Context: an optimization exercise on an open-source flow, tuned for small area, a short achievable clock period and few clock cycles per item. The choices shown serve that exercise and are no tape-out recipe. The RTL was checked by simulation tests, not by an equivalence proof against the original design. Power figures rest on the tool's default switching activity, not on a simulated workload. The flow treats the clock pin as an ideal source, which a real chip does not have.

--- design/flow/config.mk ---
export PLATFORM = sky130hd
export DESIGN_NAME = cache
export DESIGN_NICKNAME = cache
export VERILOG_FILES = /design/flow/design.v
export SDC_FILE = /design/flow/constraint.sdc
export NUM_CORES = 4
export LEC_CHECK = 0
export CAP_MARGIN = 20
export CORE_MARGIN = 2
export CORE_UTILIZATION = 40
export SETUP_SLACK_MARGIN = 2.0
export SLEW_MARGIN = 20
export SYNTH_HIERARCHICAL = 1
export TNS_END_PERCENT = 0
--- design/flow/flow/run.sh ---
#!/bin/bash
# Layout flow: the standard ORFS flow (standard.sh, standard synthesis
# unchanged), with two changes to how the layout is made:
#  - the port buffers that global placement inserts are buf_2 cells rather
#    than the delay cells the resizer picks by default;
#  - clock tree synthesis runs with ORFS's default arguments plus
#    -dont_use_dummy_load, so no dummy loads are added to the clock tree,
#    and with sinks clustered 30 to a leaf buffer (at most 120 um across).
# make's full output goes to standard.log in this folder; ORFS's per-step
# logs stay under orfs/logs/.
set -euo pipefail
export BUFFER_PORTS_ARGS="-buffer_cell sky130_fd_sc_hd__buf_2"
export CTS_ARGS="-sink_clustering_enable -repair_clock_nets -dont_use_dummy_load -sink_clustering_size 30 -sink_clustering_max_diameter 120"
bash standard.sh > standard.log 2>&1
--- design/flow/constraint.sdc ---
create_clock -name core_clock -period 5.0 [get_ports {clk}]
set_input_delay 1.0000 -clock core_clock [delete_from_list [all_inputs] [get_ports {clk}]]
set_output_delay 1.0000 -clock core_clock [all_outputs]
set_load 0.01 [all_outputs]
--- design/flow/design.v ---
module cache(
    clk,
    proc_reset,
    proc_read,
    proc_write,
    proc_addr,
    proc_rdata,
    proc_wdata,
    proc_stall,
    mem_read,
    mem_write,
    mem_addr,
    mem_rdata,
    mem_wdata,
    mem_ready
);
    input          clk;
    input          proc_reset;
    input          proc_read, proc_write;
    input   [29:0] proc_addr;
    input   [31:0] proc_wdata;
    output         proc_stall;
    output  [31:0] proc_rdata;
    input  [127:0] mem_rdata;
    input          mem_ready;
    output         mem_read, mem_write;
    output  [27:0] mem_addr;
    output [127:0] mem_wdata;
    localparam S_IDLE = 2'd0;
    localparam S_RD   = 2'd1;
    localparam S_WR   = 2'd2;
    reg  [1:0]   state;
    reg  [1:0]   next_state;
    wire [24:0]  tag    = proc_addr[29:5];
    wire [2:0]   index  = proc_addr[4:2];
    wire [1:0]   offset = proc_addr[1:0];
    wire s_idle = (state == S_IDLE);
    wire s_rd   = (state == S_RD);
    wire s_wr   = (state == S_WR);
    wire req    = proc_read || proc_write;
    reg  [7:0]   lb_sel;    
    reg          lb_v;
    reg  [24:0]  lb_tag;
    reg  [127:0] lb_data;
    wire [7:0] isel;
    genvar gk;
    generate
        for (gk = 0; gk < 8; gk = gk + 1) begin : g_isel
            assign isel[gk] = (index == gk);
        end
    endgenerate
    wire [7:0] isel_next = {isel[6:0], isel[7]};
    wire lmatch = |(lb_sel & isel);
    wire go     = s_idle && req && lmatch;
    wire hit;
    wire done;
    cache_tag_cmp u_cmp (
        .v(lb_v), .a(lb_tag), .b(tag), .hit(hit)
    );
    cache_ctl_out u_ctl (
        .hit(hit),
        .go_rd(go && !proc_write),
        .go_wr(go && proc_write),
        .ready_done((s_rd && mem_ready && !proc_write) || (s_wr && mem_ready)),
        .s_rd(s_rd), .s_wr(s_wr),
        .mem_read(mem_read), .mem_write(mem_write), .done(done)
    );
    wire [3:0] wsel = {offset == 2'd3, offset == 2'd2, offset == 2'd1, offset == 2'd0};
    reg  [127:0] fill;
    integer fw;
    always @(*)
        for (fw = 0; fw < 4; fw = fw + 1)
            fill[fw*32 +: 32] = (proc_write && wsel[fw]) ? proc_wdata
                                                         : mem_rdata[fw*32 +: 32];
    reg  [127:0] merged;
    integer mw;
    always @(*)
        for (mw = 0; mw < 4; mw = mw + 1)
            merged[mw*32 +: 32] = wsel[mw] ? proc_wdata : lb_data[mw*32 +: 32];
    wire [31:0] lb_word  = lb_data[offset*32 +: 32];
    wire [31:0] mem_word = mem_rdata[offset*32 +: 32];
    assign proc_rdata = s_rd ? mem_word : lb_word;
    assign mem_addr   = proc_addr[29:2];
    assign mem_wdata  = merged;
    assign proc_stall = !done;
    always @(*) begin
        next_state = state;
        case (state)
            S_IDLE: if (go) next_state = hit ? (proc_write ? S_WR : S_IDLE) : S_RD;
            S_RD:   if (mem_ready) next_state = proc_write ? S_WR : S_IDLE;
            S_WR:   if (mem_ready) next_state = S_IDLE;
            default:               next_state = S_IDLE;
        endcase
    end
    reg  [7:0]   valid;
    reg  [24:0]  tags  [0:7];
    reg  [127:0] lines [0:7];
    wire load_miss = s_idle && req && !lmatch;
    wire load_next = (offset == 2'd3)
                  && ((s_idle && proc_read && lmatch)
                   || (s_rd && mem_ready && !proc_write)
                   || (s_wr && mem_ready));
    wire [7:0]   load_sel = load_miss ? isel : isel_next;
    wire [152:0] load_line;
    cache_sel8 u_sel (
        .sel(load_sel),
        .d0({tags[0], lines[0]}), .d1({tags[1], lines[1]}),
        .d2({tags[2], lines[2]}), .d3({tags[3], lines[3]}),
        .d4({tags[4], lines[4]}), .d5({tags[5], lines[5]}),
        .d6({tags[6], lines[6]}), .d7({tags[7], lines[7]}),
        .q(load_line)
    );
    always @(posedge clk or posedge proc_reset) begin
        if (proc_reset) begin
            state  <= S_IDLE;
            valid  <= 8'b0;
            lb_sel <= 8'b1;
            lb_v   <= 1'b0;
        end else begin
            state <= next_state;
            if (s_rd) valid[index] <= 1'b1;
            if (load_miss || load_next) begin
                lb_sel <= load_sel;
                lb_v   <= |(valid & load_sel);
            end else if (s_rd) begin
                lb_sel <= isel;
                lb_v   <= 1'b1;
            end
        end
    end
    integer i, w;
    always @(posedge clk) begin
        for (i = 0; i < 8; i = i + 1) begin
            if (s_rd && index == i) tags[i] <= tag;
            for (w = 0; w < 4; w = w + 1)
                if (index == i && (s_rd || (s_wr && offset == w)))
                    lines[i][w*32 +: 32] <= fill[w*32 +: 32];
        end
        if (load_miss || load_next) begin
            {lb_tag, lb_data} <= load_line;
        end else begin
            if (s_rd) lb_tag <= tag;
            for (w = 0; w < 4; w = w + 1)
                if (s_rd || (s_wr && offset == w))
                    lb_data[w*32 +: 32] <= fill[w*32 +: 32];
        end
    end
endmodule
module cache_tag_cmp(v, a, b, hit);
    input        v;
    input [24:0] a, b;
    output       hit;
    assign hit = v && (a == b);
endmodule
module cache_ctl_out(hit, go_rd, go_wr, ready_done, s_rd, s_wr,
                     mem_read, mem_write, done);
    input  hit, go_rd, go_wr, ready_done, s_rd, s_wr;
    output mem_read, mem_write, done;
    assign mem_read  = ((go_rd || go_wr) && !hit) || s_rd;
    assign mem_write = (go_wr && hit) || s_wr;
    assign done      = (go_rd && hit) || ready_done;
endmodule
module cache_sel8(sel, d0, d1, d2, d3, d4, d5, d6, d7, q);
    input  [7:0]   sel;
    input  [152:0] d0, d1, d2, d3, d4, d5, d6, d7;
    output [152:0] q;
    assign q = ({153{sel[0]}} & d0) | ({153{sel[1]}} & d1)
             | ({153{sel[2]}} & d2) | ({153{sel[3]}} & d3)
             | ({153{sel[4]}} & d4) | ({153{sel[5]}} & d5)
             | ({153{sel[6]}} & d6) | ({153{sel[7]}} & d7);
endmodule
--- design/flow/standard.sh ---
#!/bin/bash
# synth_recipe.tcl (not shown) runs the flow's synth.tcl, then flattens the netlist and writes it again
# the make line also repeats each setting of config.mk as NAME=value (left out here)
make -C /OpenROAD-flow-scripts/flow DESIGN_CONFIG=/design/flow/config.mk WORK_HOME=/design/flow/orfs CLKGATE_MAP_FILE= SYNTH_SCRIPT=/design/flow/synth_recipe.tcl "${@:-finish}"
==> summary.md <==
| Metric | Value |
|---|---|
| Outcome | complete, no violations |
| Required @ worst endpoint | 4000 ps |
| CTS tree | done |
| Routed WL | 210700 um |
| Total grt overflow | 0 |
| CORE AREA | 141800 um^2 |
| Max cap viols | 0 |
| Num ports | 386 |
| Die ar. | 146200 um^2 |
| CTS HTree Levels | 2 |
| Vias in the first global route | 35750 |
| Power Total | 30.31 mW |
| Final WS setup | 1172 ps |
| Clk buf depth | 3 |
| Port Buf Inserts | 385 |
| Drc violations | 0 |
| Die X | 382.4 um |
| DR WL/cell | 33.82 um |
| Final Hold Vio Count | 0 |
| Vias per inst | 6.187 |
| Starting Density | 40.40% |
| Hold crit path type | in -> async |
| Slew of the pin with the lowest slew margin | 1133 ps |
| DR pass1 iterations | 6 |
| Maximum clock frequency | 261.2 MHz |
| CP Launch Type | primary input |
| Sequential-to-total area share from yosys stat | 73.04% |
| Number of synthesized flops with an enable pin | 1377 |
| Peak VDD IR | 341.5 uV |
| Area of the mapped netlist | 57270 um^2 |
| Synth Register Bits | 1396 |
| FP Rows | 138 |
| Top cells by count, synth | 1377 x edfxtp_1, 641 x nand2_1, 545 x a22oi_1, 440 x nor2_1, 166 x mux2_2 |
| Synth top area cells | edfxtp_1 72%, a22oi_1 7.1%, nand2_1 4.2%, mux2_2 3.3%, nor2_1 2.9% |
| Setup tns final | 0 ps |
| Vias post-DR | 38550 |
| Finish-stage setup viols | 0 |
| FFs w/ async S/R, synth | 1.361% |
| Power per cell area | 473.1 nW/um^2 |
| Nets | 4520 |
| Area Overhead vs Synth | 11.86% |
| RSZ-0062 raised after global routing | yes |
| Layout cell share with drive strength beyond 1 | 22.89% |
| Area share of the largest cell type after synthesis | 72.20% |
| Worst Clk Skew | 130.4 ps |
| Post-DP HPWL | 131200 um |
| CTS buffer count | 54 |
| Clock-pin slew on the worst setup and hold paths | 120 ps |
| Final period util | 76.56% |
| Mapped Avg Cell Area | 14.38 um^2 |
| Synth cell types | 45 |
| Final Max Tran Viols | 0 |
| Pleak | 21.36 nW |
| CTS root buf | clkbuf_16 |
| Pre-CTS setup slack | 474.9 ps |
| Critical Path End Type | output pin |
| Iteration-0 DRC Markers | 5920 |
| Antenna violations before repair | 40 |
| Clock Sinks | 1396 |
| Worst Path Arrival | 2830 ps |
| Post-Syn Instances | 3983 |
| Die height | 382.4 um |
| Pin count of the biggest net entering global routing | 104 |
| First-pass GRT wire length | 288500 um |
| Fill cells | 12590 |
| Synth Warn # | 9 |
| Clock Latency Late Sink | 730 ps |
| Synth area leader | edfxtp_1 |
| Routability congestion estimate | 0.9382 |
| Syn_nets | 4184 |
| Synth Flop Type | edfxtp_1 |
| GR Util All Layers | 28.11% |
| CP max FO | 19 |
| Antenna viol nets, final | 0 |
| Tmin final | 3828 ps |
| Most frequent cell after synthesis | edfxtp_1 |
| WS Path Type | in -> out |
| Max_slew headroom | 24.21% |
## logic make-up after synthesis
family | share of synthesized area, %
multiplexers | 3.404
adder cells (fa/ha/maj) | 0.1311
AO/OA/AOI/OAI | 10.36
XOR/XNOR | 0.3823
buffers and inverters | 3.203
AND/OR/NAND/NOR | 9.486
flip-flops | 73.04
## sequential cells by signal (all words and copies together), names as in the netlist
signal	flops
lines	1024
tags	200
lb_data	128
lb_tag	25
lb_sel	8
valid	8
state	2
lb_v	1
## report_power, final
group | total, mW | switching, mW | internal [mW] | leakage [nW]
Clock | 5.39 | 3.44 | 1.95 | 0.666
Combinational | 9.44 | 6.59 | 2.85 | 7.90
Sequential | 15.5 | 0.853 | 14.6 | 12.8
## timing repair
action | in CTS | in global routing
hold endpoints to repair | 0 | 0
hold buffers | 0 | 0
resized for setup | 74 | 10
gates cloned | 6 | 0
pin swaps | 8 | 8
setup buffers | 19 | 0
setup endpoints to repair | 1665 | 1325
## Yosys stat by module (local to each module, per instance)
| module | flip-flops and latches | area, um^2 |
|---|---|---|
| cache_ctl_out | 0 | 30.03 |
| cache_tag_cmp | 0 | 279.0 |
| cache_sel8 | 0 | 6942 |
| cache | 1396 | 50020 |
## path summary, 6_finish.rpt
| check | start | to | slack, ps | depth (start not counted) |
|---|---|---|---|---|
| max in group asynchronous | proc_reset | state[0] | 4070 | 2 |
| worst min register to register | valid[7] | valid[7] | 480 | 1 |
| worst max-delay path | proc_addr[1] | proc_rdata[19] | 1170 | 7 |
| min in group core_clock | valid[7] | valid[7] | 480 | 1 |
| worst max register to register | lb_sel[6] | lb_data[30] | 1540 | 11 |
| worst min-delay path | proc_reset | valid[5] | 410 | 2 |
## cell type report
cell class                 instances  area, um^2  area share [%]
antenna                           23       57.56         0.08984
clock buffer                      54        1351           2.109
sequential                      1396       41830           65.29
timing repair inverter             1       11.26         0.01758
timing repair buffer             564        3965           6.189
inverter                          11       77.57          0.1211
multi-input combinational       2291       14410           22.49
tap                             1890        2365           3.691
## critical path, stage by stage
cell and delay, ps:
buf_4 210, nand2_4 370, buf_4 290, a21oi_1 110, buf_4 200, or4_1 430
buf_2 160
## cell usage in the layout (no fill, tap or decap), types with 6 or more instances in the layout
master / synthesis / final
edfxtp_1: 1377 / 1377
nand2_1: 641 / 632
a22oi_1: 545 / 545
nor2_1: 440 / 399
buf_2: 92 / 378
mux2_2: 166 / 166
nand4_1: 155 / 155
buf_4: 30 / 131
a21oi_1: 148 / 120
a22oi_2: 70 / 70
clkbuf_16: 0 / 54
nor2_4: 0 / 41
buf_12: 0 / 41
diode_2: 0 / 23
a21oi_2: 0 / 22
or4_1: 32 / 18
dfrtp_1: 18 / 16
xor2_1: 16 / 15
or4_4: 0 / 14
xnor2_1: 9 / 9
mux2i_4: 0 / 7
buf_6: 65 / 7
a21oi_4: 0 / 6
## per-stage QoR
| step | hold slack, ps | utilization [%] | instance area (um^2) | instances |
|---|---|---|---|---|
| final | 405.3 | 45.19 | 64060 | 6230 |
| after CTS | 410.7 | 45.10 | 63940 | 6206 |
| after global routing | 462.1 | 45.16 | 64020 | 6211 |
| after detailed placement | 449.2 | 43.71 | 61960 | 6127 |
| after floorplan | 427.6 | - | 57500 | 3983 |
| after global placement | 440.4 | 43.71 | 61960 | 6127 |
## metal layers
metal	share of wire [%]	up-vias	GRT usage, %	routed length, um
met2	43	2633	40.38	89690
met4	4.0	34	10.29	8492
li1	-	15800	-	-
met3	14	374	10.39	30340
met5	0.11	-	0	228
met1	39	19700	38.91	81950
Testbench counts, summed over its fixed seeds: cycles 121,768, items 32,000.

re-timing with driven ports:
How much do the figures lean on ideal ports? The routed layout below was timed once more, with nothing changed but the port constraints. Step 1: set_driving_cell puts a clkbuf_16 on clk and a buf_2 on each other input, an assumption about the parent block. Step 2 moves the port delays by t, midway between the first and last clock arrival at a register: inputs arrive t later, outputs are due t later. That takes back most of the time a late clock gives input paths. Slacks: no drivers / after step 1 / after step 2; pairs: no drivers / after step 1.
t (ns): 0.758
slack for setup (ns): 1.172 / 1.091 / 0.654
worst setup path at the end: input to register
worst slew at a driven data input, ns: 0.19
After both steps this run still meets setup and hold. The setup slack of this run moves by -0.081 ns with the drivers and by -0.518 ns with both steps.
